Source: an optimization exercise on an open RTL-to-GDS flow (aim: small area, a short achievable clock period and few clock cycles per item). Production flows keep margins and buffers that such runs may drop.
At most, simulation tests tie the RTL to the original design; equivalence was not proved.
Only the layout flow was run in run 5; the RTL was not checked for function there.
Power is estimated from default activity; no workload was simulated.

[flow/config.mk]
export PLATFORM = sky130hd
export DESIGN_NAME = DatapathPipelined
export DESIGN_NICKNAME = DatapathPipelined
export VERILOG_FILES = /design/flow/design.v
export SDC_FILE = /design/flow/constraint.sdc
export NUM_CORES = 4
export LEC_CHECK = 0
export CAP_MARGIN = 30
export CELL_PAD_IN_SITES_DETAIL_PLACEMENT = 0
export CELL_PAD_IN_SITES_GLOBAL_PLACEMENT = 1
export CORE_MARGIN = 2
export CORE_UTILIZATION = 45
export CTS_CLUSTER_DIAMETER = 80
export CTS_CLUSTER_SIZE = 24
export PLACE_DENSITY = 0.6
export SLEW_MARGIN = 30
[flow/constraint.sdc]
create_clock -name core_clock -period 20.0 [get_ports {clk}]
set_input_delay 4.0000 -clock core_clock [delete_from_list [all_inputs] [get_ports {clk}]]
set_output_delay 4.0000 -clock core_clock [all_outputs]
set_load 0.01 [all_outputs]
[flow/design.v]
`timescale 1ns / 1ns
module RegFile (
  input             clk,
  input             we,
  input      [ 4:0] wa,
  input      [31:0] wd,
  input      [ 4:0] ra1,
  input      [ 4:0] ra2,
  output reg [31:0] rd1,
  output reg [31:0] rd2
);
  reg [31:0] regs [1:31];
  integer i;
  always @(posedge clk) begin
    for (i = 1; i < 32; i = i + 1)
      if (we && wa == i) regs[i] <= wd;
  end
  always @(*) begin
    rd1 = 32'd0;
    rd2 = 32'd0;
    for (i = 1; i < 32; i = i + 1) begin
      rd1 = rd1 | (regs[i] & {32{ra1 == i}});
      rd2 = rd2 | (regs[i] & {32{ra2 == i}});
    end
  end
endmodule
`timescale 1ns / 1ns
module MulDiv (
  input         clk,
  input         rst,
  input         go,      
  input  [ 2:0] f3,
  input  [31:0] a,
  input  [31:0] b,
  input         load,    
  input  [12:0] d_bsel,  
  output        done,
  input  [ 2:0] m_f3,
  output [31:0] res
);
  reg  [ 1:0] ph;    
  reg  [ 4:0] cnt;
  reg  [ 1:0] mk;    
  reg  [33:0] acc;   
  reg  [31:0] lo;    
  reg  [32:0] dv;    
  reg         an, qn;
  wire is_div = f3[2];
  wire a_sg = ~(f3[1] & f3[0]);    
  wire b_sg = ~f3[1];              
  wire [32:0] ma = {a_sg & a[31], a};
  wire [32:0] mb = {b_sg & b[31], b};
  wire last0 = (&mb[32:7])  | ~(|mb[32:7]);
  wire last1 = (&mb[32:15]) | ~(|mb[32:15]);
  wire last2 = (&mb[32:23]) | ~(|mb[32:23]);
  wire mlast = (cnt[1:0] == 2'd0) ? last0 :
               (cnt[1:0] == 2'd1) ? last1 :
               (cnt[1:0] == 2'd2) ? last2 : 1'b1;
  reg [12:0] bsel;
  reg [7:0] by;
  reg       sb, pv;
  always @(*) begin
    case (cnt[1:0])
      2'd0: begin by = mb[15:8];  sb = mb[15]; pv = mb[7];  end
      2'd1: begin by = mb[23:16]; sb = mb[23]; pv = mb[15]; end
      default: begin by = mb[31:24]; sb = mb[32]; pv = mb[23]; end
    endcase
  end
  wire [12:0] n_bsel;
  BoothSel nb (.by(by), .sb(sb), .pv(pv), .sel(n_bsel));
  always @(posedge clk) begin
    if (load)
      bsel <= d_bsel;
    else if (go && !is_div)
      bsel <= n_bsel;
  end
  wire [41:0] row [0:4];
  wire [3:0]  neg;
  wire [41:0] ma42 = {{9{ma[32]}}, ma};
  genvar k;
  generate
    for (k = 0; k < 4; k = k + 1) begin : booth
      wire one = bsel[3*k], two = bsel[3*k+1];
      assign neg[k] = bsel[3*k+2];
      wire [41:0] mag = ({42{one}} & ma42) | ({42{two}} & {ma42[40:0], 1'b0});
      wire [41:0] sgn = mag ^ {42{neg[k]}};
      assign row[k] = sgn << (2 * k);
    end
  endgenerate
  assign row[4] = {({42{bsel[12]}} & ma42)} << 8;
  wire [41:0] c1 = row[1] | {41'd0, neg[0]};
  wire [41:0] c2 = row[2] | {39'd0, neg[1], 2'd0};
  wire [41:0] c3 = row[3] | {37'd0, neg[2], 4'd0};
  wire [41:0] c4 = row[4] | {35'd0, neg[3], 6'd0};
  wire [41:0] c0 = row[0];
  wire [41:0] ca = (ph == 2'd0) ? 42'd0 : {{8{acc[33]}}, acc};
  wire [41:0] s1a = c0 ^ c1 ^ c2;
  wire [41:0] k1a = ((c0 & c1) | (c0 & c2) | (c1 & c2)) << 1;
  wire [41:0] s1b = c3 ^ c4 ^ ca;
  wire [41:0] k1b = ((c3 & c4) | (c3 & ca) | (c4 & ca)) << 1;
  wire [41:0] s2  = s1a ^ k1a ^ s1b;
  wire [41:0] k2  = ((s1a & k1a) | (s1a & s1b) | (k1a & s1b)) << 1;
  wire [41:0] s3  = s2 ^ k2 ^ k1b;
  wire [41:0] k3  = ((s2 & k2) | (s2 & k1b) | (k2 & k1b)) << 1;
  wire [41:0] t   = s3 + k3;
  wire sg    = ~f3[0];
  wire a_neg = sg & a[31];
  wire b_neg = sg & b[31];
  wire [31:0] aa = a_neg ? (~a + 32'd1) : a;
  wire [31:0] ba = b_neg ? (~b + 32'd1) : b;
  wire bz   = ~(|b);
  wire triv = bz | (aa < ba);
  function [4:0] msb;
    input [31:0] v;
    integer j;
    begin
      msb = 5'd0;
      for (j = 0; j < 32; j = j + 1)
        if (v[j]) msb = j;
    end
  endfunction
  wire [4:0] sh = msb(acc[31:0]) - msb(dv[31:0]);
  wire [33:0] d1  = {2'b00, acc[31:0]} - {1'b0, dv};
  wire        ge1 = ~d1[33];
  wire [31:0] r1  = ge1 ? d1[31:0] : acc[31:0];
  wire [33:0] d2  = {2'b00, r1} - {2'b00, dv[32:1]};
  wire        ge2 = ~d2[33];
  wire [31:0] r2  = ge2 ? d2[31:0] : r1;
  assign done = is_div ? ((ph == 2'd0) ? triv : (ph == 2'd2) & (cnt == 5'd0)) : mlast;
  always @(posedge clk) begin
    if (rst) begin
      ph  <= 2'd0;
      cnt <= 5'd0;
    end else if (go) begin
      if (!is_div) begin
        acc <= t[41:8];
        lo  <= {t[7:0], lo[31:8]};
        if (mlast) begin
          ph  <= 2'd0;
          cnt <= 5'd0;
          mk  <= cnt[1:0];
        end else begin
          ph  <= 2'd2;
          cnt <= cnt + 5'd1;
        end
      end else begin
        case (ph)
          2'd0: begin
            acc <= {2'b00, aa};
            dv  <= {1'b0, ba};
            lo  <= {32{bz}};
            an  <= a_neg;
            qn  <= (a_neg ^ b_neg) & ~bz;
            if (!triv) ph <= 2'd1;
          end
          2'd1: begin
            dv  <= dv << {sh[4:1], 1'b1};
            cnt <= {1'b0, sh[4:1]};
            ph  <= 2'd2;
          end
          default: begin
            acc[31:0] <= r2;
            lo <= {lo[29:0], ge1, ge2};
            dv <= dv >> 2;
            if (cnt == 5'd0) ph <= 2'd0;
            else cnt <= cnt - 5'd1;
          end
        endcase
      end
    end
  end
  reg [31:0] mlo, mhi;
  always @(*) begin
    case (mk)
      2'd0: begin mlo = {acc[23:0], lo[31:24]}; mhi = {{22{acc[33]}}, acc[33:24]}; end
      2'd1: begin mlo = {acc[15:0], lo[31:16]}; mhi = {{14{acc[33]}}, acc[33:16]}; end
      2'd2: begin mlo = {acc[7:0],  lo[31:8]};  mhi = {{6{acc[33]}},  acc[33:8]};  end
      default: begin mlo = lo; mhi = acc[31:0]; end
    endcase
  end
  wire        nsel = m_f3[1] ? an : qn;
  wire [31:0] nin  = m_f3[1] ? acc[31:0] : lo;
  wire [31:0] dres = (nin ^ {32{nsel}}) + {31'd0, nsel};
  assign res = m_f3[2] ? dres : (m_f3[1:0] == 2'b00) ? mlo : mhi;
endmodule
module BoothSel (
  input  [ 7:0] by,
  input         sb,
  input         pv,
  output [12:0] sel
);
  wire [8:0] bb = {by, pv};
  genvar k;
  generate
    for (k = 0; k < 4; k = k + 1) begin : enc
      wire b0 = bb[2*k], b1 = bb[2*k+1], b2 = bb[2*k+2];
      assign sel[3*k]   = b0 ^ b1;
      assign sel[3*k+1] = (b2 & ~b1 & ~b0) | (~b2 & b1 & b0);
      assign sel[3*k+2] = b2 & ~(b1 & b0);
    end
  endgenerate
  assign sel[12] = by[7] & ~sb;
endmodule
`timescale 1ns / 1ns
module DatapathPipelined (
  input         clk,
  input         rst,
  output [31:0] pc_to_imem,
  input  [31:0] inst_from_imem,
  output [31:0] addr_to_dmem,
  input  [31:0] load_data_from_dmem,
  output [31:0] store_data_to_dmem,
  output [ 3:0] store_we_to_dmem,
  output        halt,
  output [31:0] trace_writeback_pc,
  output [31:0] trace_writeback_inst
);
  reg  [31:2] f_pc;
  reg         d_valid;
  reg  [31:2] d_pc;
  reg  [31:0] d_inst;
  reg         x_valid;
  reg  [31:2] x_pc;
  reg  [31:0] x_inst;
  reg  [31:0] x_a, x_b, x_sd;
  reg         x_cin;
  reg  [ 4:0] x_rd;
  reg  [ 2:0] x_f3;
  reg         x_wr, x_load, x_store, x_br, x_pred, x_jalr, x_halt, x_md;
  reg         x_sel_add, x_sel_slt, x_sel_xor, x_sel_or, x_sel_and;
  reg         x_sel_sll, x_sel_sr, x_sel_link, x_sra;
  reg         m_wr, m_load, m_md;
  reg  [ 4:0] m_rd;
  reg  [ 2:0] m_f3;
  reg  [31:0] m_res, m_sd;
  reg  [ 3:0] m_we;
  reg         w_wr, w_load;
  reg  [ 4:0] w_rd;
  reg  [ 2:0] w_f3;
  reg  [ 1:0] w_off;
  reg  [31:0] w_reg;
  wire [31:0] md_res;
  wire [31:0] m_fwd = m_md ? md_res : m_res;
  reg  [31:0] w_ld;
  always @(*) begin
    case (w_f3[1:0])
      2'b00: begin
        case (w_off)
          2'd0: w_ld[7:0] = w_reg[7:0];
          2'd1: w_ld[7:0] = w_reg[15:8];
          2'd2: w_ld[7:0] = w_reg[23:16];
          default: w_ld[7:0] = w_reg[31:24];
        endcase
        w_ld[31:8] = {24{~w_f3[2] & w_ld[7]}};
      end
      2'b01: begin
        w_ld[15:0] = w_off[1] ? w_reg[31:16] : w_reg[15:0];
        w_ld[31:16] = {16{~w_f3[2] & w_ld[15]}};
      end
      default: w_ld = w_reg;
    endcase
  end
  wire [31:0] w_data = w_load ? w_ld : w_reg;
  wire [4:0] d_op  = d_inst[6:2];
  wire [2:0] d_f3  = d_inst[14:12];
  wire [4:0] d_rd  = d_inst[11:7];
  wire [4:0] d_rs1 = d_inst[19:15];
  wire [4:0] d_rs2 = d_inst[24:20];
  wire d_lui   = (d_op == 5'b01101);
  wire d_auipc = (d_op == 5'b00101);
  wire d_jal   = (d_op == 5'b11011);
  wire d_jalr  = (d_op == 5'b11001);
  wire d_br    = (d_op == 5'b11000);
  wire d_load  = (d_op == 5'b00000);
  wire d_store = (d_op == 5'b01000);
  wire d_opimm = (d_op == 5'b00100);
  wire d_oprr  = (d_op == 5'b01100);
  wire d_sys   = (d_op == 5'b11100);
  wire d_md    = d_oprr & d_inst[25];
  wire d_alu   = d_opimm | (d_oprr & ~d_inst[25]);
  wire d_pred  = d_br & d_inst[31];      
  wire d_wr   = ~(d_br | d_store | d_sys) & (d_rd != 5'd0);
  wire d_use1 = ~(d_lui | d_auipc | d_jal);
  wire d_use2 = d_oprr | d_store | d_br;
  wire [31:0] imm_i = {{20{d_inst[31]}}, d_inst[31:20]};
  wire [31:0] imm_s = {{20{d_inst[31]}}, d_inst[31:25], d_inst[11:7]};
  wire [31:0] imm_u = {d_inst[31:12], 12'b0};
  wire [31:2] imm_b = {{19{d_inst[31]}}, d_inst[31], d_inst[7], d_inst[30:25], d_inst[11:9]};
  wire [31:2] imm_j = {{11{d_inst[31]}}, d_inst[31], d_inst[19:12], d_inst[20], d_inst[30:22]};
  wire [31:0] d_imm = d_store ? imm_s : (d_lui | d_auipc) ? imm_u : imm_i;
  wire [31:2] d_tgt = d_pc + (d_jal ? imm_j : imm_b);
  wire d_slt = d_alu & (d_f3 == 3'b010 || d_f3 == 3'b011);
  wire d_sub = d_br | d_slt | (d_oprr & ~d_inst[25] & d_inst[30] & d_f3 == 3'b000);
  wire [31:0] rf1, rf2;
  RegFile rf (
    .clk(clk), .we(w_wr), .wa(w_rd), .wd(w_data),
    .ra1(d_rs1), .ra2(d_rs2), .rd1(rf1), .rd2(rf2)
  );
  wire [31:0] x_res;
  wire        x_busy;
  wire x_hit1 = x_valid & x_wr & (x_rd == d_rs1);
  wire m_hit1 = m_wr & (m_rd == d_rs1);
  wire w_hit1 = w_wr & (w_rd == d_rs1);
  wire x_hit2 = x_valid & x_wr & (x_rd == d_rs2);
  wire m_hit2 = m_wr & (m_rd == d_rs2);
  wire w_hit2 = w_wr & (w_rd == d_rs2);
  wire [31:0] rs1v = x_hit1 ? x_res : m_hit1 ? m_fwd : w_hit1 ? w_data : rf1;
  wire [31:0] rs2v = x_hit2 ? x_res : m_hit2 ? m_fwd : w_hit2 ? w_data : rf2;
  wire x_late = x_load | x_md;
  wire hazard = d_valid & (
                (d_use1 & ((x_hit1 & x_late) | (m_hit1 & m_load))) |
                (d_use2 & ((x_hit2 & x_late) | (m_hit2 & m_load))));
  wire [12:0] d_bsel;
  BoothSel db (.by(rs2v[7:0]), .sb(rs2v[7]), .pv(1'b0), .sel(d_bsel));
  wire x_fire = x_valid & ~x_busy;
  wire x_taken;
  wire redirect_x = x_fire & (x_jalr | (x_br & (x_taken ^ x_pred)));
  wire d_hold = x_busy | hazard;
  wire redirect_d = d_valid & (d_jal | d_pred) & ~d_hold & ~redirect_x;
  wire [31:0] x_sum;
  assign pc_to_imem = {f_pc, 2'b00};
  always @(posedge clk) begin
    if (rst)
      f_pc <= 30'd0;
    else if (redirect_x)
      f_pc <= x_jalr ? x_sum[31:2] : x_sd[31:2];
    else if (redirect_d)
      f_pc <= d_tgt;
    else if (!d_hold)
      f_pc <= f_pc + 30'd1;
  end
  always @(posedge clk) begin
    if (rst)
      d_valid <= 1'b0;
    else if (redirect_x || redirect_d)
      d_valid <= 1'b0;
    else if (!d_hold)
      d_valid <= 1'b1;
  end
  always @(posedge clk) begin
    if (!d_hold) begin
      d_pc   <= f_pc;
      d_inst <= inst_from_imem;
    end
  end
  wire x_new = ~x_busy & d_valid & ~hazard & ~redirect_x;
  always @(posedge clk) begin
    if (rst)
      x_valid <= 1'b0;
    else if (!x_busy)
      x_valid <= x_new;
  end
  always @(posedge clk) begin
    if (rst) begin
      x_inst <= 32'd0;
      x_halt <= 1'b0;
    end else begin
      x_inst <= x_new ? d_inst : 32'd0;
      x_halt <= x_new & d_sys;
    end
    x_pc <= d_pc;
  end
  always @(posedge clk) begin
    if (!x_busy) begin
      x_a     <= d_lui ? 32'd0 : d_auipc ? {d_pc, 2'b00} : rs1v;
      x_b     <= (d_oprr | d_br ? rs2v : d_imm) ^ {32{d_sub}};
      x_sd    <= d_store ? rs2v : (d_br & ~d_pred) ? {d_tgt, 2'b00} : {f_pc, 2'b00};
      x_cin   <= d_sub;
      x_rd    <= d_rd;
      x_f3    <= d_f3;
      x_wr    <= d_wr;
      x_load  <= d_load;
      x_store <= d_store;
      x_br    <= d_br;
      x_pred  <= d_pred;
      x_jalr  <= d_jalr;
      x_md    <= d_md;
      x_sel_add  <= d_lui | d_auipc | d_load | d_store | (d_alu & d_f3 == 3'b000);
      x_sel_slt  <= d_slt;
      x_sel_xor  <= d_alu & d_f3 == 3'b100;
      x_sel_or   <= d_alu & d_f3 == 3'b110;
      x_sel_and  <= d_alu & d_f3 == 3'b111;
      x_sel_sll  <= d_alu & d_f3 == 3'b001;
      x_sel_sr   <= d_alu & d_f3 == 3'b101;
      x_sel_link <= d_jal | d_jalr;
      x_sra      <= d_inst[30];
    end
  end
  wire [32:0] sum33 = {1'b0, x_a} + {1'b0, x_b} + {32'd0, x_cin};
  assign x_sum = sum33[31:0];
  wire lt_u = ~sum33[32];
  wire lt_s = (x_a[31] == x_b[31]) ? x_a[31] : x_sum[31];    
  wire eq   = &(x_a ^ x_b);
  assign x_taken = x_f3[2] ? ((x_f3[1] ? lt_u : lt_s) ^ x_f3[0]) : (eq ^ x_f3[0]);
  wire [31:0] sll = x_a << x_b[4:0];
  wire signed [32:0] sra_in = {x_sra & x_a[31], x_a};
  wire [32:0] srx = sra_in >>> x_b[4:0];
  wire md_done;
  MulDiv md (
    .clk(clk), .rst(rst), .go(x_valid & x_md), .f3(x_f3),
    .a(x_a), .b(x_b), .load(~x_busy), .d_bsel(d_bsel),
    .done(md_done), .m_f3(m_f3), .res(md_res)
  );
  assign x_busy = x_valid & x_md & ~md_done;
  assign x_res = ({32{x_sel_add}}  & x_sum)
               | ({32{x_sel_slt}}  & {31'd0, x_f3[0] ? lt_u : lt_s})
               | ({32{x_sel_xor}}  & (x_a ^ x_b))
               | ({32{x_sel_or}}   & (x_a | x_b))
               | ({32{x_sel_and}}  & (x_a & x_b))
               | ({32{x_sel_sll}}  & sll)
               | ({32{x_sel_sr}}   & srx[31:0])
               | ({32{x_sel_link}} & x_sd);
  reg [3:0] x_we;
  always @(*) begin
    case (x_f3[1:0])
      2'b00:   x_we = 4'b0001 << x_sum[1:0];
      2'b01:   x_we = x_sum[1] ? 4'b1100 : 4'b0011;
      default: x_we = 4'b1111;
    endcase
  end
  always @(posedge clk) begin
    if (rst) begin
      m_wr <= 1'b0;
      m_we <= 4'd0;
    end else begin
      m_wr <= x_fire & x_wr;
      m_we <= (x_fire & x_store) ? x_we : 4'd0;
    end
    m_load <= x_load;
    m_md   <= x_md;
    m_rd   <= x_rd;
    m_f3   <= x_f3;
    m_res  <= x_res;
    m_sd   <= (x_f3[1:0] == 2'b00) ? {4{x_sd[7:0]}} :
              (x_f3[1:0] == 2'b01) ? {2{x_sd[15:0]}} : x_sd;
  end
  assign addr_to_dmem       = m_res;
  assign store_data_to_dmem = m_sd;
  assign store_we_to_dmem   = m_we;
  always @(posedge clk) begin
    if (rst)
      w_wr <= 1'b0;
    else
      w_wr <= m_wr;
    w_load <= m_load;
    w_rd   <= m_rd;
    w_f3   <= m_f3;
    w_off  <= m_res[1:0];
    w_reg  <= m_load ? load_data_from_dmem : m_fwd;
  end
  assign trace_writeback_pc   = {x_pc, 2'b00};
  assign trace_writeback_inst = x_inst;
  assign halt                 = x_halt;
endmodule
[flow/flow/run.sh]
#!/bin/bash
# Standard ORFS layout (the standard.sh, standard synthesis), with the
# timing repair steps asked for extra setup slack so that they also shorten
# the achieved clock period. Constraints and clock period are unchanged.
# Gate cloning is skipped: a cloned driver was left over its slew limit.
# Ports are buffered with buf_2 cells; the clock tree uses small clock buffers.
set -euo pipefail
bash standard.sh SETUP_SLACK_MARGIN=14.2 SKIP_GATE_CLONING=1 TNS_END_PERCENT=100 \
  "BUFFER_PORTS_ARGS=-buffer_cell sky130_fd_sc_hd__buf_2" \
  "CTS_BUF_LIST=sky130_fd_sc_hd__clkbuf_8 sky130_fd_sc_hd__clkbuf_16" finish > flow_make.log 2>&1
[flow/standard.sh]
#!/bin/bash
# synth_recipe.tcl (not shown) runs the flow's synth.tcl, then flattens the netlist and writes it again
# the make line also repeats each setting of config.mk as NAME=value (left out here)
make -C /OpenROAD-flow-scripts/flow DESIGN_CONFIG=/design/flow/config.mk WORK_HOME=/design/flow/orfs CLKGATE_MAP_FILE= SYNTH_SCRIPT=/design/flow/synth_recipe.tcl "${@:-finish}"
==> results.py, run 1 <==
metrics = {
    "layout": {
        "n_fill_cell": 18800,
        "largestRegisters": "rf.regs (992), md.acc (34), md.dv (33)",
        "max_flop_register": "rf.regs",
        "largest_reg_flops": 992,
        "drive_gt1_share_pct": 15.9,
        "multi_input_area_sq_um": 47600,
        "final_common_cell": "edfxtp_1",
        "final_area_sq_um": 104000,
        "ff_latch_area_sq_um": 43300,
        "nets": 9522,
        "final_cell_count_no_fill": 11800,
        "final_cell_mix": "edfxtp_1 (1290), a22oi_1 (1037), nand2_1 (723)",
        "area_growth_pct": 12.0,
    },
    "cts": {
        "numCtsBuffers": 98,
        "h-tree-depth": 3,
        "root_buffer": "clkbuf_16",
        "clkTransAtPathRegs_ps": 90,
        "cts.hold.buffers_added": 0,
        "cts_tree": "yes",
        "cts.sinks": 1516,
        "clk_latency_ps": 840,
        "max-clock-path-buffers": 3,
    },
    "timing": {
        "hold_viol": 0,
        "timing.final.crit_share_pct": 29.3,
        "max_freq_mhz": 171,
        "finalMaxSlewViolations": 0,
        "finalSetupTns_ps": 0,
        "holdWs_ps": 399,
        "max-slew-margin-rel_pct": 24.0,
        "period_minus_slack_ps": 5850,
        "setup_viol": 0,
        "rsz0062_at_grt": "true",
        "tightest_slew_ps": 1140,
        "finClkSkew_ps": 125,
    },
    "global_route": {
        "met1_usage_pct": 56.5,
        "grt.total_usage_pct": 45.9,
        "antenna_found_initial": 47,
        "gr-usage-met2_pct": 67.6,
        "grt_max_degree": 140,
        "grtUsageMet3_pct": 13.1,
        "grt_pass1_vias": 80400,
        "grt-busiest-layer": "met2",
        "grt_overflow_total": 0,
        "grt_pass1_wl_mm": 672,
    },
    "setup_path": {
        "crit_end": "md.acc[28]",
        "reg2reg_to": "md.acc[28]",
        "cp_max_fo": 10,
        "critPathKind": "register to register",
        "crit_required_ps": 20560,
        "cp_data_arrival_time_ps": 6410,
        "cp-start-kind": "register",
        "worst_setup_path_end_kind": "register",
        "regToRegStartpoint": "md.acc[23]",
        "reg2reg_slack_ps": 14150,
        "cp-startpoint": "md.acc[23]",
        "rr_worst_depth": 21,
    },
    "drt": {
        "drc": 0,
        "firstDrtPassIters": 9,
        "num_vias": 86400,
        "wl_per_cell_um": 42.4,
        "routed_via_density": 7.29,
        "drt-total-wl_mm": 502,
        "ant_nets": 0,
        "drt-initial-drc-count": 15800,
    },
    "placement": {
        "dpl_cell_area_sq_um": 98200,
        "dp.cells": 11500,
        "io_buffers": 226,
        "gp_congestion": 1.01,
        "hpwl_mm": 332,
    },
    "run_status": {
        "status": "no timing/DRC/antenna violations",
    },
    "logic_synthesis": {
        "netlist_area_sq_um": 93200,
        "yosysWarnings": 4,
        "syn-instance-count": 8942,
        "synthFlopType": "edfxtp_1",
        "synth_edf_count": 1290,
        "synth-async-reset-ratio_pct": 0,
        "synth.distinct_cells": 115,
        "ys_seq_area_share_pct": 46.4,
        "syn_avg_cell_area_sq_um": 10.4,
        "ys_seq_elements": 1516,
    },
    "floorplan": {
        "die-area_sq_um": 211000,
        "ios": 231,
        "die_h_um": 459,
        "die_w_um": 459,
        "rows": 167,
        "start_util_pct": 45.1,
        "core_sq_um": 206000,
    },
    "pwr": {
        "irDropWorstVdd_mv": 0.309,
        "p_leak_nw": 38.7,
        "p_per_area_nw_per_um2": 122,
    },
    "hold_path": {
        "hp-class": "register to register",
    },
    "run": {
        "max_cap_violations": 0,
    },
}
==> kinds of logic after synthesis <==
family	after synthesis	synth area share, %
other	1	0.00403
and+or+nand+nor	2358	11.9
buffers and inverters	1058	4.50
xor gates and xnor gates	486	4.57
DFF	1516	46.4
AOI/OAI and AO/OA	2780	21.0
muxes	339	4.96
adders and majority gates	404	6.63
==> repair_timing <==
action,CTS,global route
endpoints found under the setup margin,311,201
setup buffers,75,67
gates resized for setup,153,202
hold endpoints to repair,0,0
pin swaps,40,68
==> critical path: stages (launching register included) <==
cell and delay, ps:
edfxtp_1 900, ha_1 410, and3_1 190, and3_1 200, nand2_1 80, o211ai_1 100
buf_4 160, o21ai_4 270, and2_4 280, mux2_4 350, fa_2 400, a211oi_2 250
o211ai_1 210, a21oi_2 270, o31ai_4 140, o221ai_4 240, o31ai_4 130, o22ai_2 230
buf_12 160, nor2_4 50, a222oi_1 320, a21bo_2 260
==> cell type report <==
| cell class | instances | area share [%] |
|---|---|---|
| Multi-Input combinational cell | 6371 | 45.6 |
| Sequential cell | 1516 | 41.5 |
| Timing Repair Buffer | 704 | 5.19 |
| Tap cell | 2704 | 3.24 |
| Clock buffer | 98 | 2.35 |
| Inverter | 361 | 1.33 |
| Clock inverter | 70 | 0.737 |
| Antenna cell | 24 | 0.0576 |
==> cell usage after synthesis, drive strengths merged, types with 81 or more instances <==
cell / count / area (sq um)
nor3: 185 / 947
xnor2: 297 / 2600
and2: 94 / 593
mux2: 81 / 912
nand4: 135 / 851
mux4: 89 / 2000
fa: 149 / 2980
clkbuf: 520 / 1950
inv: 357 / 1340
ha: 255 / 3190
edfxtp: 1290 / 38700
xor2: 189 / 1660
nand2: 730 / 2740
nand3: 236 / 1190
dfxtp: 226 / 4520
o21ai: 381 / 1920
buf: 177 / 886
mux2i: 169 / 1700
nor2: 638 / 2400
a21oi: 426 / 2130
a21o: 107 / 803
a22oi: 1046 / 7850
a211oi: 91 / 703
o211ai: 108 / 811
==> worst min-delay path by stage <==
stage	from	to	slack, ps	cells past startpoint
detailed placement	x_md	m_md	390	0
global route	m_rd[1]	w_rd[1]	400	0
finish	m_rd[2]	w_rd[2]	400	0
floorplan	m_f3[1]	w_f3[1]	330	0
global placement	m_rd[0]	w_rd[0]	380	0
CTS	m_rd[2]	w_rd[2]	390	0
==> metrics by stage <==
stage / worst slack (ps) / total power, mW / utilization, %
global route: 13970 / 13.3 / 50.5
floorplan: 14090 / 7.79 / -
CTS: 14200 / 12.3 / 49.8
finish: 14150 / 12.7 / 50.5
detailed placement: 11660 / 9.91 / 47.6
global placement: 11690 / 9.89 / 47.5
==> layer usage <==
layer  up-vias  part of all wire (%)
li1      34300                     -
met1     42600                    35
met2      7409                    43
met3      2105                    12
met4        31                   9.9
met5         -                 0.056
==> report_power, final <==
group | switching (mW) | internal (mW)
clock network | 1.27 | 0.986
logic | 4.16 | 2.48
registers | 0.134 | 3.66
total | 5.57 | 7.13
Testbench counts, summed over its fixed seeds: cycles 218,843, instrs 148,298.
==> inputs of run 2 (changes only) <==
--- a/flow/design.v
+++ b/flow/design.v
@@ -120,5 +120,6 @@
     end
   endfunction
-  wire [4:0] sh = msb(acc[31:0]) - msb(dv[31:0]);
+  wire [4:0]  sh  = msb(aa) - msb(ba);
+  wire [32:0] dvs = {1'b0, ba} << {sh[4:1], 1'b1};
   wire [33:0] d1  = {2'b00, acc[31:0]} - {1'b0, dv};
   wire        ge1 = ~d1[33];
@@ -148,14 +149,10 @@
           2'd0: begin
             acc <= {2'b00, aa};
-            dv  <= {1'b0, ba};
+            dv  <= dvs;
+            cnt <= triv ? 5'd0 : {1'b0, sh[4:1]};
             lo  <= {32{bz}};
             an  <= a_neg;
             qn  <= (a_neg ^ b_neg) & ~bz;
-            if (!triv) ph <= 2'd1;
-          end
-          2'd1: begin
-            dv  <= dv << {sh[4:1], 1'b1};
-            cnt <= {1'b0, sh[4:1]};
-            ph  <= 2'd2;
+            if (!triv) ph <= 2'd2;
           end
           default: begin
--- a/flow/flow/run.sh
+++ b/flow/flow/run.sh
@@ -6,5 +6,5 @@
 # Ports are buffered with buf_2 cells; the clock tree uses small clock buffers.
 set -euo pipefail
-bash standard.sh SETUP_SLACK_MARGIN=14.2 SKIP_GATE_CLONING=1 TNS_END_PERCENT=100 \
+bash standard.sh SETUP_SLACK_MARGIN=14 SKIP_GATE_CLONING=1 TNS_END_PERCENT=100 \
   "BUFFER_PORTS_ARGS=-buffer_cell sky130_fd_sc_hd__buf_2" \
   "CTS_BUF_LIST=sky130_fd_sc_hd__clkbuf_8 sky130_fd_sc_hd__clkbuf_16" finish > flow_make.log 2>&1
--- a/flow/config.mk
+++ b/flow/config.mk
@@ -7,6 +7,6 @@
 export LEC_CHECK = 0
 export CAP_MARGIN = 30
-export CELL_PAD_IN_SITES_DETAIL_PLACEMENT = 0
-export CELL_PAD_IN_SITES_GLOBAL_PLACEMENT = 1
+export CELL_PAD_IN_SITES_DETAIL_PLACEMENT = 1
+export CELL_PAD_IN_SITES_GLOBAL_PLACEMENT = 2
 export CORE_MARGIN = 2
 export CORE_UTILIZATION = 45
==> run 2 against run 1 <==
  * Still clean
  * Sequential share of layout area fell by 0.97 points
  * Maximum frequency fell by 4.6%
  * Non-clock buffer count rose by 67
  * Clock-buffer cell count rose by 10
  * Sequential power rose by 1%
  * Synthesized cell count rose by 0.68%
  * Global-route usage rose by 3.9 points
  * Die area rose by 0.72%
  * Final cell count rose by 2.0%
  * Critical endpoint is now x_a[30]
  * Largest cell class unchanged
==> results.py, run 2 <==
metrics = {
    "global_route": {
        "grt.total_usage_pct": 49.8,
        "antenna_found_initial": 41,
        "grt_pass1_vias": 87200,
        "grt_max_degree": 78,
        "grt_pass1_wl_mm": 730,
        "grt_overflow_total": 0,
    },
    "logic_synthesis": {
        "synth_compound_area_share_pct": 21.5,
        "synth.distinct_cells": 108,
        "yosysWarnings": 4,
        "synth_top_family_by_area": "compound AO/OA/AOI/OAI gates",
        "synth_edf_count": 1290,
        "synth_fa_ha_area_share_pct": 6.59,
        "synth_common_cells": "edfxtp_1 (1290), a22oi_1 (1036), nand2_1 (691)",
        "synthXorXnorAreaFrac_pct": 4.31,
        "yosys.area_share.simple_pct": 12.0,
        "syn_avg_cell_area_sq_um": 10.4,
        "yosys.area.top_type": "edfxtp_1",
        "netlist_area_sq_um": 93800,
        "syn-instance-count": 9003,
        "synth-async-reset-ratio_pct": 0,
        "synth_area_leaders": "edfxtp_1 (41%), a22oi_1 (8.3%), dfxtp_1 (4.8%), ha_1 (3.4%), fa_1 (3.2%)",
        "yosysTopAreaCellShare_pct": 41.3,
        "synthFlopType": "edfxtp_1",
        "yosysMostFrequentCell": "edfxtp_1",
        "ys_seq_area_share_pct": 46.1,
        "ys_seq_elements": 1515,
        "synthMuxAreaShare_pct": 4.94,
    },
    "floorplan": {
        "die_h_um": 461,
        "start_util_pct": 45.3,
        "core_sq_um": 207000,
        "die_w_um": 461,
        "rows": 167,
        "ios": 231,
        "die-area_sq_um": 212000,
    },
    "layout": {
        "largest_reg_flops": 992,
        "final_core_util_pct": 51.5,
        "max_flop_register": "rf.regs",
        "area_growth_pct": 13.8,
        "largestRegisters": "rf.regs (992), md.acc (34), md.dv (33)",
        "final_area_sq_um": 107000,
        "final_common_cell": "edfxtp_1",
        "drive_gt1_share_pct": 17.3,
        "final_cell_mix": "edfxtp_1 (1290), a22oi_1 (1018), nand2_1 (686)",
        "nets": 9646,
    },
    "cts": {
        "root_buffer": "clkbuf_16",
        "clk_latency_ps": 880,
        "h-tree-depth": 3,
        "cts_tree": "yes",
        "numCtsBuffers": 105,
        "cts.sinks": 1515,
        "max-clock-path-buffers": 3,
        "clkTransAtPathRegs_ps": 100,
    },
    "timing": {
        "timing.final.crit_share_pct": 30.7,
        "finalMaxSlewViolations": 0,
        "hold_viol": 0,
        "finalSetupTns_ps": 0,
        "max_freq_mhz": 163,
        "max-slew-margin-rel_pct": 19.7,
        "setup_viol": 0,
        "finClkSkew_ps": 101,
        "rsz0062_at_grt": "true",
        "period_minus_slack_ps": 6130,
        "holdWs_ps": 402,
        "tightest_slew_ps": 1200,
    },
    "drt": {
        "ant_nets": 0,
        "num_vias": 90600,
        "wl_per_cell_um": 45.2,
        "drc": 0,
        "drt-total-wl_mm": 546,
        "firstDrtPassIters": 9,
        "drt-initial-drc-count": 16400,
        "routed_via_density": 7.50,
    },
    "run_status": {
        "status": "no timing/DRC/antenna violations",
    },
    "pwr": {
        "power_mw": 15.9,
        "p_per_area_nw_per_um2": 149,
        "p_leak_nw": 39.3,
        "irDropWorstVdd_mv": 0.755,
    },
    "setup_path": {
        "crit_required_ps": 20600,
        "worst_setup_path_end_kind": "register",
        "cp_data_arrival_time_ps": 6730,
        "critPathKind": "register to register",
        "cp-start-kind": "register",
        "rr_worst_depth": 14,
        "cp_max_fo": 52,
    },
    "placement": {
        "hpwl_mm": 360,
        "gp_congestion": 1.03,
        "dpl_cell_area_sq_um": 99400,
        "io_buffers": 226,
    },
    "hold_path": {
        "hp-class": "register to register",
        "hold_depth": 0,
    },
    "run": {
        "max_cap_violations": 0,
    },
}
[run 2: power breakdown]
part	switching (mW)	internal, mW
logic	6.40	3.20
clock network	1.38	1.11
registers	0.137	3.70
total	7.91	8.01
[run 2: area by class of cell]
cell class | instances | area, sq um
Fill cell | 22100 | 100000
Clock buffer | 108 | 2700
Inverter | 394 | 1500
Clock inverter | 84 | 1040
Antenna cell | 33 | 82.6
Timing Repair Buffer | 771 | 5870
Tap cell | 2788 | 3490
Sequential cell | 1515 | 43200
Multi-Input combinational cell | 6390 | 48900
[run 2: worst paths after layout]
kind                                 end      from  slack [ps]
worst max-delay path             x_a[30]    x_b[4]       13870
worst min-delay path            x_pc[31]  d_pc[31]         400
worst max register to register   x_a[30]    x_b[4]       13870
worst min register to register  x_pc[31]  d_pc[31]         400
[run 2: critical path, cell delays in order (launching register included)]
cell and delay [ps]:
edfxtp_1 420, buf_12 210, clkinv_1 120, buf_4 400
ha_2 420, a21o_1 170, a21oi_1 240, a21oi_1 180
o21ai_1 580, o21ai_1 320, a31oi_1 500, mux2i_1 270
nand3_1 850, o21ai_1 960, o21ai_0 160
[run 2: what timing repair did]
item / CTS / global route
buffers inserted: 76 / 92
pin swaps: 37 / 83
resized for setup: 184 / 242
hold buffers: 0 / 0
endpoints found under the setup margin: 357 / 282
[run 2: cell families (layout without fill, tap and decap cells)]
kind of cell / count (synthesis) / count (layout)
buf+inv: 1101 / 1357
other cells: 1 / 37
simple gates: 2329 / 2329
fa+ha+maj: 405 / 405
flops: 1515 / 1515
xor+xnor: 458 / 458
mux: 333 / 333
compound gates: 2861 / 2861
[run 2: per-layer routing]
metal | vias to the layer above | share of wire (%) | global-route usage [%]
li1 | 34800 | - | -
met1 | 45200 | 33 | 57.6
met2 | 7970 | 42 | 72.7
met3 | 2520 | 13 | 17.5
met4 | 40 | 11 | 44.8
met5 | - | 0.092 | 0.413
[run 2: through the flow]
| step | std cells | worst slack, ps |
|---|---|---|
| after floorplan | 9006 | 14020 |
| after CTS | 11900 | 13890 |
| after global routing | 12100 | 13870 |
| after global placement | 11700 | 12130 |
| final | 12100 | 13870 |
| after detailed placement | 11700 | 12260 |
Testbench counts of run 2, summed over its fixed seeds: cycles 216,606, instrs 148,298.
==> inputs of run 3 (changes only) <==
--- a/flow/config.mk
+++ b/flow/config.mk
@@ -10,7 +10,7 @@
 export CELL_PAD_IN_SITES_GLOBAL_PLACEMENT = 2
 export CORE_MARGIN = 2
-export CORE_UTILIZATION = 45
+export CORE_UTILIZATION = 40
 export CTS_CLUSTER_DIAMETER = 80
 export CTS_CLUSTER_SIZE = 24
-export PLACE_DENSITY = 0.6
+export PLACE_DENSITY = 0.55
 export SLEW_MARGIN = 30
==> run 3 against run 2 <==
  * Still clean
  * Combinational power is 2.6% lower
  * Largest power group unchanged
  * Global-route usage fell by 4.3 points
  * Non-clock buffer count increased by 38
  * Design area is 0.79% higher
  * Clock power is 4% lower
  * Sequential power about the same
==> results.py, run 3 <==
metrics = {
    "run_status": {
        "status": "no timing/DRC/antenna violations",
    },
    "setup_path": {
        "cp_max_fo": 2,
        "slowest_delay_ps": 910,
        "crit_required_ps": 16000,
        "critPathSlowestCell": "dfxtp_1",
        "cp-start-kind": "register",
        "cp-startpoint": "m_res[15]",
        "critPathKind": "register to output port",
        "critPathBufInv": 1,
        "path_delay_family": "flip-flops",
        "cp_data_arrival_time_ps": 2000,
        "regToRegStartpoint": "x_a[8]",
        "worstPathCellList": "buf_2",
        "worst_setup_path_end_kind": "output port",
    },
    "timing": {
        "rsz0062_at_grt": "true",
        "max-slew-margin-rel_pct": 22.6,
        "setup_viol": 0,
        "hold_viol": 0,
        "finalSetupTns_ps": 0,
        "finalMaxSlewViolations": 0,
        "period_minus_slack_ps": 6000,
        "tightest_slew_ps": 1160,
        "finClkSkew_ps": 77.3,
        "max_freq_mhz": 167,
        "timing.final.crit_share_pct": 30.0,
    },
    "placement": {
        "hpwl_mm": 374,
        "dpl_cell_area_sq_um": 100000,
        "gp_congestion": 0.986,
        "io_buffers": 226,
    },
    "logic_synthesis": {
        "syn_avg_cell_area_sq_um": 10.4,
        "yosys.area_share.simple_pct": 12.0,
        "synth.distinct_cells": 108,
        "synth_fa_ha_area_share_pct": 6.59,
        "ys_seq_elements": 1515,
        "synthFlopType": "edfxtp_1",
        "synth_area_leaders": "edfxtp_1 (41%), a22oi_1 (8.3%), dfxtp_1 (4.8%), ha_1 (3.4%), fa_1 (3.2%)",
        "synth_edf_count": 1290,
        "synthXorXnorAreaFrac_pct": 4.31,
        "synth-async-reset-ratio_pct": 0,
        "syn-instance-count": 9003,
        "synth_top_family_by_area": "compound AO/OA/AOI/OAI gates",
        "yosysTopAreaCellShare_pct": 41.3,
        "synthMuxAreaShare_pct": 4.94,
        "netlist_area_sq_um": 93800,
        "synth_compound_area_share_pct": 21.5,
        "synth_common_cells": "edfxtp_1 (1290), a22oi_1 (1036), nand2_1 (691)",
        "yosysWarnings": 4,
        "ys_seq_area_share_pct": 46.1,
        "yosysMostFrequentCell": "edfxtp_1",
        "yosys.area.top_type": "edfxtp_1",
    },
    "drt": {
        "drt-total-wl_mm": 560,
        "routed_via_density": 7.17,
        "num_vias": 89200,
        "drc": 0,
        "wl_per_cell_um": 45.0,
        "drt-initial-drc-count": 14400,
        "ant_nets": 0,
        "firstDrtPassIters": 9,
    },
    "cts": {
        "cts.sinks": 1515,
        "cts_tree": "yes",
        "clk_latency_ps": 840,
        "clkTransAtPathRegs_ps": 90,
        "max-clock-path-buffers": 3,
        "root_buffer": "clkbuf_16",
        "h-tree-depth": 3,
        "numCtsBuffers": 99,
    },
    "layout": {
        "area_growth_pct": 14.7,
        "drive_gt1_share_pct": 17.7,
        "max_flop_register": "rf.regs",
        "largest_reg_flops": 992,
        "n_fill_cell": 25000,
        "final_common_cell": "edfxtp_1",
        "final_cell_mix": "edfxtp_1 (1290), a22oi_1 (1016), nand2_1 (682)",
        "final_area_sq_um": 108000,
        "largestRegisters": "rf.regs (992), md.acc (34), md.dv (33)",
        "nets": 9678,
    },
    "run": {
        "max_cap_violations": 0,
    },
    "floorplan": {
        "die_h_um": 488,
        "ios": 231,
        "die_w_um": 488,
        "start_util_pct": 40.3,
        "core_sq_um": 233000,
        "rows": 177,
        "die-area_sq_um": 238000,
    },
    "pwr": {
        "p_per_area_nw_per_um2": 145,
        "p_leak_nw": 39.5,
        "irDropWorstVdd_mv": 0.471,
    },
    "global_route": {
        "grt_max_degree": 80,
        "antenna_found_initial": 41,
        "grt_overflow_total": 0,
        "grt_pass1_wl_mm": 748,
        "grt_pass1_vias": 86900,
        "grt.total_usage_pct": 45.5,
    },
    "hold_path": {
        "hp-class": "register to register",
        "worstHoldStart": "m_rd[0]",
    },
}
==> run 3: through the flow <==
| stage | util (%) | total power [mW] | cells | hold WS [ps] | setup WS (ps) |
|---|---|---|---|---|---|
| finish | 46.2 | 15.6 | 12400 | 399 | 14000 |
| global route | 46.2 | 16.0 | 12400 | 410 | 13850 |
| CTS | 45.3 | 14.9 | 12300 | 404 | 13990 |
| detailed placement | 43.0 | 12.1 | 12000 | 390 | 12020 |
| global placement | 42.9 | 12.0 | 12000 | 386 | 12050 |
| floorplan | - | 8.39 | 9006 | 326 | 14020 |
==> run 3: where the power goes <==
part           internal, mW  switching [mW]  leakage [nW]
Sequential             3.70           0.129          14.1
Combinational          3.11            6.24          23.6
Clock                  1.05            1.34          1.71
==> run 3: per-layer routing <==
| metal | vias up | share of wire [%] | track usage [%] |
|---|---|---|---|
| met5 | - | 0.055 | 0 |
| met4 | 26 | 9.9 | 36.0 |
| met3 | 1997 | 11 | 11.1 |
| met2 | 6946 | 44 | 69.6 |
| met1 | 45300 | 35 | 54.9 |
| li1 | 34900 | - | - |
==> run 3: worst register-to-register path, cell delays in order (launching register included) <==
cell	delay [ps]
edfxtp_1	330
buf_4	360
inv_1	170
ha_1	390
and3_1	250
a221oi_4	350
nand2_1	140
a21oi_4	220
or3_4	220
a211oi_4	90
o211a_1	310
a311o_1	440
a21oi_1	200
o21bai_1	110
fa_1	390
mux2i_1	290
a221o_1	450
nand2_1	120
o21ai_2	260
o21ai_0	230
xnor2_1	400
==> run 3: kinds of logic (layout without fill, tap and decap cells) <==
logic type / Yosys count / in the layout
AOI/OAI and AO/OA: 2861 / 2861
xor gates and xnor gates: 458 / 458
adders and majority gates: 405 / 405
buffers and inverters: 1101 / 1378
DFF: 1515 / 1515
muxes: 333 / 333
other: 1 / 27
and+or+nand+nor: 2329 / 2329
==> run 3: final timing paths <==
path,to,slack (ps),cells after the start
max reg2reg,x_b[0],14020,20
max,addr_to_dmem[15],14000,1
min,w_rd[0],400,0
min reg2reg,w_rd[0],400,0
==> run 3: timing repair <==
item / in CTS / in global routing
hold buffers: 0 / 0
buffers inserted: 99 / 95
pin swaps: 36 / 48
setup endpoints to repair: 332 / 170
resized for setup: 231 / 226
==> run 3: area by class of cell <==
class | count | area, sq um | share of cell area (%)
Clock buffer | 102 | 2530 | 2.35
Inverter | 394 | 1540 | 1.43
Timing Repair Buffer | 809 | 6410 | 5.96
Antenna cell | 23 | 57.6 | 0.0535
Clock inverter | 73 | 986 | 0.916
Tap cell | 3132 | 3920 | 3.64
Sequential cell | 1515 | 43200 | 40.2
Multi-Input combinational cell | 6390 | 49000 | 45.5
==> inputs of run 4 (changes only) <==
--- a/flow/design.v
+++ b/flow/design.v
@@ -110,5 +110,9 @@
   wire [31:0] ba = b_neg ? (~b + 32'd1) : b;
   wire bz   = ~(|b);
-  wire triv = bz | (aa < ba);
+  wire [31:0] ax = a ^ {32{a_neg}};
+  wire [31:0] bx = b ^ {32{b_neg}};
+  wire [1:0]  cc = {a_neg & ~b_neg, ~(a_neg ^ b_neg)};
+  wire [33:0] cmp = {2'b00, ax} + {2'b00, ~bx} + {32'd0, cc};
+  wire triv = bz | ~(cmp[33] | cmp[32]);
   function [4:0] msb;
     input [31:0] v;
@@ -120,6 +124,5 @@
     end
   endfunction
-  wire [4:0]  sh  = msb(aa) - msb(ba);
-  wire [32:0] dvs = {1'b0, ba} << {sh[4:1], 1'b1};
+  wire [4:0] sh = msb(acc[31:0]) - msb(dv[31:0]);
   wire [33:0] d1  = {2'b00, acc[31:0]} - {1'b0, dv};
   wire        ge1 = ~d1[33];
@@ -128,4 +131,6 @@
   wire        ge2 = ~d2[33];
   wire [31:0] r2  = ge2 ? d2[31:0] : r1;
+  wire [1:0]  qd  = {ge1, ge2};
+  wire [32:0] dvs = dv << {sh[4:1], 1'b1};
   assign done = is_div ? ((ph == 2'd0) ? triv : (ph == 2'd2) & (cnt == 5'd0)) : mlast;
   always @(posedge clk) begin
@@ -149,14 +154,18 @@
           2'd0: begin
             acc <= {2'b00, aa};
-            dv  <= dvs;
-            cnt <= triv ? 5'd0 : {1'b0, sh[4:1]};
+            dv  <= {1'b0, ba};
             lo  <= {32{bz}};
             an  <= a_neg;
             qn  <= (a_neg ^ b_neg) & ~bz;
-            if (!triv) ph <= 2'd2;
+            if (!triv) ph <= 2'd1;
+          end
+          2'd1: begin
+            dv  <= dvs;
+            cnt <= {1'b0, sh[4:1]};
+            ph  <= 2'd2;
           end
           default: begin
             acc[31:0] <= r2;
-            lo <= {lo[29:0], ge1, ge2};
+            lo <= {lo[29:0], qd};
             dv <= dv >> 2;
             if (cnt == 5'd0) ph <= 2'd0;
@@ -213,4 +222,6 @@
   output [31:0] trace_writeback_inst
 );
+  reg         rst_r;
+  always @(posedge clk) rst_r <= rst;
   reg  [31:2] f_pc;
   reg         d_valid;
@@ -318,5 +329,5 @@
   assign pc_to_imem = {f_pc, 2'b00};
   always @(posedge clk) begin
-    if (rst)
+    if (rst_r)
       f_pc <= 30'd0;
     else if (redirect_x)
@@ -328,5 +339,5 @@
   end
   always @(posedge clk) begin
-    if (rst)
+    if (rst_r)
       d_valid <= 1'b0;
     else if (redirect_x || redirect_d)
@@ -343,5 +354,5 @@
   wire x_new = ~x_busy & d_valid & ~hazard & ~redirect_x;
   always @(posedge clk) begin
-    if (rst)
+    if (rst_r)
       x_valid <= 1'b0;
     else if (!x_busy)
@@ -349,5 +360,5 @@
   end
   always @(posedge clk) begin
-    if (rst) begin
+    if (rst_r) begin
       x_inst <= 32'd0;
       x_halt <= 1'b0;
@@ -395,5 +406,5 @@
   wire md_done;
   MulDiv md (
-    .clk(clk), .rst(rst), .go(x_valid & x_md), .f3(x_f3),
+    .clk(clk), .rst(rst_r), .go(x_valid & x_md), .f3(x_f3),
     .a(x_a), .b(x_b), .load(~x_busy), .d_bsel(d_bsel),
     .done(md_done), .m_f3(m_f3), .res(md_res)
@@ -417,5 +428,5 @@
   end
   always @(posedge clk) begin
-    if (rst) begin
+    if (rst_r) begin
       m_wr <= 1'b0;
       m_we <= 4'd0;
@@ -436,5 +447,5 @@
   assign store_we_to_dmem   = m_we;
   always @(posedge clk) begin
-    if (rst)
+    if (rst_r)
       w_wr <= 1'b0;
     else
==> run 4 against run 3 <==
  * Synthesized cell count up 3.0%
  * Critical path depth grew 29
  * Design area decreased by 0.19%
  * Clock-buffer cell count shrank 1
  * Clock skew up 11 ps
  * Register-to-register slack got worse by 70 ps
  * Clock power about the same
  * Sequential power shrank 1%
  * Largest cell class unchanged
==> results.py, run 4 <==
metrics = {
    "pwr": {
        "irDropWorstVdd_mv": 0.213,
        "p_int_mw": 7.24,
        "power.clock.fraction_pct": 18.0,
        "p_leak_nw": 39.5,
        "p_per_area_nw_per_um2": 124,
        "pwr-share-comb_pct": 53.5,
        "seq_power_share_pct": 28.5,
        "netSwitchingPower_mw": 6.04,
        "sw_frac_of_total_pct": 45.5,
    },
    "logic_synthesis": {
        "yosys.area.top_type": "edfxtp_1",
        "synth_common_cells": "edfxtp_1 (1290), a22oi_1 (1036), nand2_1 (779)",
        "ys_seq_elements": 1517,
        "yosysTopAreaCellShare_pct": 41.0,
        "yosysMostFrequentCell": "edfxtp_1",
        "synthFlopType": "edfxtp_1",
        "synth.distinct_cells": 103,
        "synth-async-reset-ratio_pct": 0,
        "syn_avg_cell_area_sq_um": 10.2,
        "netlist_area_sq_um": 94600,
        "synth_edf_count": 1290,
        "yosysWarnings": 4,
        "ys_seq_area_share_pct": 45.8,
        "syn-instance-count": 9269,
        "synth_area_leaders": "edfxtp_1 (41%), a22oi_1 (8.2%), dfxtp_1 (4.8%), xnor2_1 (3.7%), ha_1 (3.4%)",
    },
    "layout": {
        "final_common_cell": "edfxtp_1",
        "drive_gt1_share_pct": 15.2,
        "n_fill_cell": 25600,
        "largestRegisters": "rf.regs (992), md.acc (34), md.dv (33)",
        "area_growth_pct": 13.6,
        "nets": 9896,
        "largest_reg_flops": 992,
        "final_cell_mix": "edfxtp_1 (1290), a22oi_1 (1023), nand2_1 (775)",
        "max_flop_register": "rf.regs",
    },
    "setup_path": {
        "critPathBufInv": 9,
        "worst_setup_path_end_kind": "register",
        "cp_data_arrival_time_ps": 6550,
        "critPathKind": "register to register",
        "regToRegStartpoint": "md.dv[4]",
        "path_delay_family": "compound AO/OA/AOI/OAI gates",
        "cp_max_fo": 7,
        "rr_worst_depth": 30,
        "critPathSlowestCell": "edfxtp_1",
        "slowest_delay_ps": 450,
        "crit_top_cell": "buf_4",
        "cp-start-kind": "register",
        "crit_required_ps": 20510,
        "reg2reg_to": "md.acc[1]",
        "reg2reg_slack_ps": 13950,
    },
    "drt": {
        "drt-total-wl_mm": 566,
        "ant_nets": 0,
        "num_vias": 89900,
        "drc": 0,
        "firstDrtPassIters": 9,
        "drt-initial-drc-count": 14500,
        "wl_per_cell_um": 44.7,
        "routed_via_density": 7.10,
    },
    "hold_path": {
        "hold_depth": 0,
        "min_to": "m_load",
        "worstHoldStart": "x_load",
        "hp-class": "register to register",
    },
    "timing": {
        "max-slew-margin-rel_pct": 19.4,
        "finalSetupTns_ps": 0,
        "timing.final.crit_share_pct": 30.2,
        "period_minus_slack_ps": 6050,
        "hold_viol": 0,
        "tightest_slew_ps": 1200,
        "setup_viol": 0,
        "finClkSkew_ps": 87.8,
        "rsz0062_at_grt": "true",
        "max_freq_mhz": 165,
        "finalMaxSlewViolations": 0,
        "setup_ws_ps": 13950,
    },
    "floorplan": {
        "core_sq_um": 235000,
        "die_h_um": 490,
        "die-area_sq_um": 240000,
        "ios": 231,
        "start_util_pct": 40.2,
        "rows": 178,
        "die_w_um": 490,
    },
    "cts": {
        "cts.sinks": 1517,
        "h-tree-depth": 3,
        "cts.hold.buffers_added": 0,
        "clkTransAtPathRegs_ps": 90,
        "root_buffer": "clkbuf_16",
        "max-clock-path-buffers": 3,
        "clk_latency_ps": 880,
        "cts_tree": "yes",
        "numCtsBuffers": 99,
    },
    "global_route": {
        "grt_pass1_vias": 87300,
        "grt.total_usage_pct": 45.1,
        "grt_pass1_wl_mm": 754,
        "antenna_found_initial": 42,
        "grt_max_degree": 86,
        "grt_overflow_total": 0,
    },
    "run_status": {
        "status": "no timing/DRC/antenna violations",
    },
    "placement": {
        "io_buffers": 226,
        "pre_cts_ws_ps": 12150,
        "gp_congestion": 1.05,
        "hpwl_mm": 375,
    },
    "run": {
        "max_cap_violations": 0,
    },
}
run 4: changes by cell type in the layout (fill, tap and decap cells not counted), sizes merged, moves of 27 or more:
| cell | change |
|---|---|
| mux4 | -27 |
| o21ai | +135 |
| a211oi | -32 |
| nor2 | +71 |
| mux2i | +49 |
| xnor2 | +83 |
| nand2b | +27 |
| nand2 | +88 |
| buf | -41 |
run 4: per-layer routing:
layer	vias to the layer above	GRT usage (%)	routed length, um
met5	-	0.179	217
met4	24	33.2	52500
met3	1786	11.7	65100
met2	6815	68.1	245000
met1	45900	55.5	204000
li1	35400	-	-
run 4: cell families after synthesis:
| kind of cell | after synthesis | share of synthesized area, % |
|---|---|---|
| compound gates | 2929 | 21.4 |
| xor+xnor | 557 | 5.16 |
| fa+ha+maj | 407 | 6.58 |
| buf+inv | 1123 | 4.61 |
| flops | 1517 | 45.8 |
| mux | 340 | 4.61 |
| other cells | 1 | 0.00397 |
| simple gates | 2395 | 11.9 |
run 4: worst max-delay path by stage:
stage	startpoint	endpoint	slack (ps)	cells after the start
after floorplan	x_b[1]	f_pc[24]	14020	24
after CTS	x_a[31]	md.acc[31]	13940	16
after detailed placement	md.acc[6]	md.acc[9]	12150	24
after global routing	md.dv[4]	md.acc[31]	13740	27
after global placement	md.acc[6]	md.acc[29]	12250	24
final	md.dv[4]	md.acc[1]	13950	30
run 4: cell type report:
cell class                 instances  area, sq um  area share, %
multi-input combinational       6632        48900           45.5
sequential                      1517        43300           40.3
timing repair buffer             768         6230           5.80
tap                             3150         3940           3.67
clock buffer                     101         2500           2.33
inverter                         405         1580           1.47
clock inverter                    73          972          0.905
antenna                           17         42.5         0.0396
run 4: repair_timing:
| item | in CTS | in global routing |
|---|---|---|
| gates resized for setup | 200 | 164 |
| setup endpoints to repair | 325 | 183 |
| setup buffers | 81 | 111 |
| pin swaps | 30 | 60 |
run 4: worst reg2reg max path, delay by kind of cell, from the launching register on:
family / cells / cell delay (ps)
compound gates: 13 / 2190
buf+inv: 9 / 1150
simple gates: 4 / 990
mux: 2 / 600
flops: 1 / 450
fa+ha+maj: 2 / 410
run 4: power by group through the flow:
stage | Clock [mW] | Combinational (mW) | Sequential, mW
2_1_floorplan | 0 | 4.05 | 3.79
3_3_place_gp | 0 | 6.42 | 3.85
3_5_place_dp | 0 | 6.45 | 3.85
4_1_cts | 2.38 | 6.75 | 3.78
5_1_grt | 2.48 | 7.53 | 3.79
6_report | 2.39 | 7.10 | 3.79
run 4: stage by stage:
step	util [%]	hold slack, ps	area, sq um	power (mW)	instances
6_report	45.7	388	107000	13.3	12700
5_1_grt	45.7	390	107000	13.8	12700
4_1_cts	44.9	385	106000	12.9	12500
3_5_place_dp	42.7	367	100000	10.3	12300
3_3_place_gp	42.6	355	100000	10.3	12300
2_1_floorplan	-	329	94600	7.84	9272
Testbench counts of run 4, summed over its fixed seeds: cycles 218,939, instrs 148,298.
==> inputs of run 5 (changes only) <==
--- a/flow/design.v
+++ b/flow/design.v
@@ -44,5 +44,5 @@
   reg  [33:0] acc;   
   reg  [31:0] lo;    
-  reg  [32:0] dv;    
+  reg  [31:0] dv;    
   reg         an, qn;
   wire is_div = f3[2];
@@ -124,13 +124,7 @@
     end
   endfunction
-  wire [4:0] sh = msb(acc[31:0]) - msb(dv[31:0]);
-  wire [33:0] d1  = {2'b00, acc[31:0]} - {1'b0, dv};
-  wire        ge1 = ~d1[33];
-  wire [31:0] r1  = ge1 ? d1[31:0] : acc[31:0];
-  wire [33:0] d2  = {2'b00, r1} - {2'b00, dv[32:1]};
-  wire        ge2 = ~d2[33];
-  wire [31:0] r2  = ge2 ? d2[31:0] : r1;
-  wire [1:0]  qd  = {ge1, ge2};
-  wire [32:0] dvs = dv << {sh[4:1], 1'b1};
+  wire [4:0] sh = msb(acc[31:0]) - msb(dv);
+  wire [32:0] d1  = {1'b0, acc[31:0]} - {1'b0, dv};
+  wire        ge1 = ~d1[32];
   assign done = is_div ? ((ph == 2'd0) ? triv : (ph == 2'd2) & (cnt == 5'd0)) : mlast;
   always @(posedge clk) begin
@@ -154,5 +148,5 @@
           2'd0: begin
             acc <= {2'b00, aa};
-            dv  <= {1'b0, ba};
+            dv  <= ba;
             lo  <= {32{bz}};
             an  <= a_neg;
@@ -161,12 +155,12 @@
           end
           2'd1: begin
-            dv  <= dvs;
-            cnt <= {1'b0, sh[4:1]};
+            dv  <= dv << sh;
+            cnt <= sh;
             ph  <= 2'd2;
           end
           default: begin
-            acc[31:0] <= r2;
-            lo <= {lo[29:0], qd};
-            dv <= dv >> 2;
+            if (ge1) acc[31:0] <= d1[31:0];
+            lo <= {lo[30:0], ge1};
+            dv <= dv >> 1;
             if (cnt == 5'd0) ph <= 2'd0;
             else cnt <= cnt - 5'd1;
==> flow/flow/run.sh (replaced) <==
#!/bin/bash
# Standard ORFS layout (the standard.sh, standard synthesis), with the
# timing repair steps asked for extra setup slack so that they also shorten
# the achieved clock period. Constraints and clock period are unchanged.
# Gate cloning is skipped: a cloned driver was left over its slew limit.
set -euo pipefail
MARGIN=14.5
bash standard.sh SETUP_SLACK_MARGIN=$MARGIN SKIP_GATE_CLONING=1 finish > flow_make.log 2>&1
==> flow/config.mk (replaced) <==
export PLATFORM = sky130hd
export DESIGN_NAME = DatapathPipelined
export DESIGN_NICKNAME = DatapathPipelined
export VERILOG_FILES = /design/flow/design.v
export SDC_FILE = /design/flow/constraint.sdc
export NUM_CORES = 4
export LEC_CHECK = 0
export CAP_MARGIN = 20
export CELL_PAD_IN_SITES_DETAIL_PLACEMENT = 1
export CELL_PAD_IN_SITES_GLOBAL_PLACEMENT = 2
export CORE_MARGIN = 2
export CORE_UTILIZATION = 30
export PLACE_DENSITY = 0.5
export SLEW_MARGIN = 20
==> run 5 against run 4 <==
  * Synthesized cell count shrank 2.7%
  * First-iteration DRC count is 25% lower
  * Critical path depth decreased by 6
  * Sequential share of layout area is 2.0 points lower
  * Clock-buffer cell count rose by 136
  * Clock power is 45% higher
  * Critical endpoint is now md.acc[32]
  * Still clean
  * Highest routed layer unchanged
  * Global-route usage shrank 7.6 points
  * Worst hold slack worse by 32 ps
  * Routed wire length up 9.3%
  * Register-to-register slack better by 370 ps
==> results.py, run 5 <==
metrics = {
    "drt": {
        "ant_nets": 0,
        "routed_via_density": 6.39,
        "drc": 0,
        "wl_per_cell_um": 45.2,
        "num_vias": 87500,
        "drt-total-wl_mm": 619,
        "firstDrtPassIters": 7,
        "drt-initial-drc-count": 10800,
    },
    "setup_path": {
        "worst_setup_path_end_kind": "register",
        "cp_data_arrival_time_ps": 6220,
        "slowest_delay_ps": 560,
        "crit_required_ps": 20540,
        "cp_max_fo": 8,
        "path_delay_family": "adder cells",
        "critPathBufInv": 7,
        "critPathSlowestCell": "fa_1",
        "worstPathCellList": "buf_6, buf_12, a22oi_2, xnor2_2, fa_1, inv_2, fa_1, fa_1, inv_2, ha_4, or3_4, buf_6, a21oi_4, o31ai_4, nand3_2, a211oi_4, buf_6, o41ai_4, o21ai_2, o41ai_4, buf_4, o21ai_2, xnor2_1, nor2_1",
        "cp-start-kind": "register",
        "critPathKind": "register to register",
    },
    "timing": {
        "timing.final.crit_share_pct": 28.4,
        "hold_viol": 0,
        "max_freq_mhz": 176,
        "setup_viol": 0,
        "max-slew-margin-rel_pct": 10.2,
        "holdWs_ps": 356,
        "rsz0062_at_grt": "true",
        "tightest_slew_ps": 1350,
        "finClkSkew_ps": 131,
        "finalMaxSlewViolations": 0,
        "finalSetupTns_ps": 0,
        "period_minus_slack_ps": 5680,
    },
    "layout": {
        "ff_latch_area_sq_um": 43500,
        "n_fill_cell": 33800,
        "final_core_util_pct": 36.4,
        "nets": 9832,
        "largest_reg_flops": 992,
        "drive_gt1_share_pct": 18.2,
        "area_growth_pct": 21.1,
        "multi_input_area_sq_um": 48500,
        "final_cell_mix": "edfxtp_1 (1289), a22oi_1 (975), nand2_1 (728)",
        "largestRegisters": "rf.regs (992), md.acc (34)",
        "final_cell_count_no_fill": 13700,
        "max_flop_register": "rf.regs",
        "final_common_cell": "edfxtp_1",
    },
    "logic_synthesis": {
        "yosysTopAreaCellShare_pct": 41.4,
        "ys_seq_area_share_pct": 46.2,
        "synthFlopType": "edfxtp_1",
        "yosysMostFrequentCell": "edfxtp_1",
        "synth_area_leaders": "edfxtp_1 (41%), a22oi_1 (8.0%), dfxtp_1 (4.9%), xnor2_1 (3.4%), fa_1 (3.2%)",
        "synth.distinct_cells": 109,
        "syn_avg_cell_area_sq_um": 10.4,
        "ys_seq_elements": 1516,
        "yosys.area.top_type": "edfxtp_1",
        "synth-async-reset-ratio_pct": 0,
        "syn-instance-count": 9021,
        "synth_common_cells": "edfxtp_1 (1289), a22oi_1 (993), nand2_1 (732)",
        "synth_edf_count": 1289,
        "yosysWarnings": 4,
        "netlist_area_sq_um": 93600,
    },
    "cts": {
        "cts.sinks": 1516,
        "clkTransAtPathRegs_ps": 60,
        "cts.hold.buffers_added": 0,
        "h-tree-depth": 4,
        "clk_latency_ps": 940,
        "cts_tree": "yes",
        "root_buffer": "clkbuf_16",
        "max-clock-path-buffers": 4,
        "numCtsBuffers": 188,
    },
    "run_status": {
        "status": "no timing/DRC/antenna violations",
    },
    "pwr": {
        "irDropWorstVdd_mv": 0.176,
        "p_leak_nw": 41.2,
        "p_per_area_nw_per_um2": 129,
        "power_mw": 14.7,
    },
    "floorplan": {
        "die_w_um": 562,
        "rows": 205,
        "die_h_um": 562,
        "core_sq_um": 311000,
        "die-area_sq_um": 316000,
        "start_util_pct": 30.1,
        "ios": 231,
    },
    "run": {
        "max_cap_violations": 0,
    },
    "global_route": {
        "grt_pass1_vias": 86600,
        "grt.total_usage_pct": 37.5,
        "grt_overflow_total": 0,
        "grt_max_degree": 134,
        "grt_pass1_wl_mm": 810,
        "antenna_found_initial": 49,
    },
    "placement": {
        "hpwl_mm": 411,
        "io_buffers": 226,
        "dp.cells": 13000,
        "gp_congestion": 0.953,
    },
    "hold_path": {
        "hp-class": "register to register",
    },
}
run 5: cell count changes in the layout (fill, tap and decap cells not counted), sizes merged, moves of 42 or more:
cell,previous run,this run
clkdlybuf4s50,0,65
buf,763,721
nand2,779,733
inv,429,367
o21ai,492,410
dlygate4sd2,0,44
clkinv,26,74
a22oi,1036,993
clkbuf,106,240
clkdlybuf4s15,0,66
run 5: cell families (layout without fill, tap and decap cells):
logic type	after synthesis	in the layout	synth area share, %
AO/OA/AOI/OAI	2784	2784	20.8
XOR/XNOR	507	507	4.75
adder cells (fa/ha/maj)	375	375	6.21
buffers and inverters	1103	1618	4.57
flip-flops	1516	1516	46.2
multiplexers	368	368	5.53
other	1	26	0.00401
AND/OR/NAND/NOR	2367	2367	11.9
run 5: timing repair:
| item | in CTS | in global routing |
|---|---|---|
| gates resized for setup | 804 | 264 |
| setup endpoints to repair | 536 | 262 |
| pin swaps | 52 | 122 |
| setup buffers | 151 | 146 |
run 5: metrics by stage:
step / setup slack [ps] / instance area, sq um
detailed placement: 12810 / 102000
global route: 14160 / 113000
finish: 14320 / 113000
CTS: 14230 / 111000
global placement: 12930 / 102000
floorplan: 14510 / 93700
run 5: worst paths after layout:
kind / startpoint / to / slack (ps) / cells past startpoint
worst max-delay path: x_a[5] / md.acc[32] / 14320 / 24
worst min-delay path: x_load / m_load / 360 / 0
worst max register to register: x_a[5] / md.acc[32] / 14320 / 24
worst min register to register: x_load / m_load / 360 / 0
run 5: final cells by class:
| type | count | share of cell area [%] |
|---|---|---|
| Sequential cell | 1516 | 38.3 |
| Timing Repair Buffer | 899 | 7.59 |
| Clock buffer | 237 | 4.43 |
| Antenna cell | 22 | 0.0486 |
| Tap cell | 4140 | 4.57 |
| Inverter | 381 | 1.36 |
| Clock inverter | 101 | 0.877 |
| Multi-Input combinational cell | 6405 | 42.8 |
run 5: metal layers:
metal | track usage, % | up-vias | share of wire (%)
met4 | 22.9 | 20 | 7.2
li1 | - | 35100 | -
met2 | 62.2 | 4750 | 47
met1 | 46.1 | 46200 | 39
met5 | 0 | - | 0.023
met3 | 5.38 | 1404 | 6.9
run 5: worst register-to-register path: stages, from the launching register on:
cell,delay (ps)
edfxtp_1,390
buf_6,140
buf_12,140
a22oi_2,270
xnor2_2,100
fa_1,520
inv_2,40
fa_1,490
fa_1,570
inv_2,60
ha_4,150
or3_4,400
buf_6,140
a21oi_4,220
o31ai_4,120
nand3_2,130
a211oi_4,70
buf_6,140
o41ai_4,290
o21ai_2,160
o41ai_4,380
buf_4,180
o21ai_2,50
xnor2_1,180
nor2_1,60
run 5: power breakdown:
group	leakage, nW	internal, mW	switching (mW)
Combinational	24.1	2.87	4.55
Sequential	14.2	3.66	0.112
Clock	2.93	1.95	1.52

-- afterwards: timing with drivers on the ports --
No port has a modelled driver above. Below, the same layouts with a new extraction and two added sets of constraints.
Step 1, drivers: a clkbuf_16 drives clk and a buf_2 each remaining input, both assumed.
Step 2 adds t to the input delays and takes it off the output delays; t is the mean of the earliest and latest rising clock arrival at the registers after step 1. Input paths then give back, and output paths get back, about the clock's delay inside the block.
Slacks: ideal / step 1 / step 2; pairs: ideal / step 1.
run	t, ns	slack for setup (ns)	worst setup path at the end	worst data-port slew with drivers (ns)	pins driven straight from the clock port
run 1	0.874	14.148 / 14.072 / 14.063	input to register	0.08	1
run 2	0.933	13.867 / 13.825 / 13.867	register to register	0.08	1
run 3	0.909	13.996 / 13.889 / 14.019	register to register	0.10	1
run 4	0.930	13.953 / 13.953 / 13.953	register to register	0.04	1
run 5	0.972	14.319 / 14.319 / 14.319	register to register	0.28	1
After both steps setup and hold are still met in every run listed. The setup slack of run 1, which loses most, moves by -0.076 ns with the drivers and by -0.085 ns with both steps.
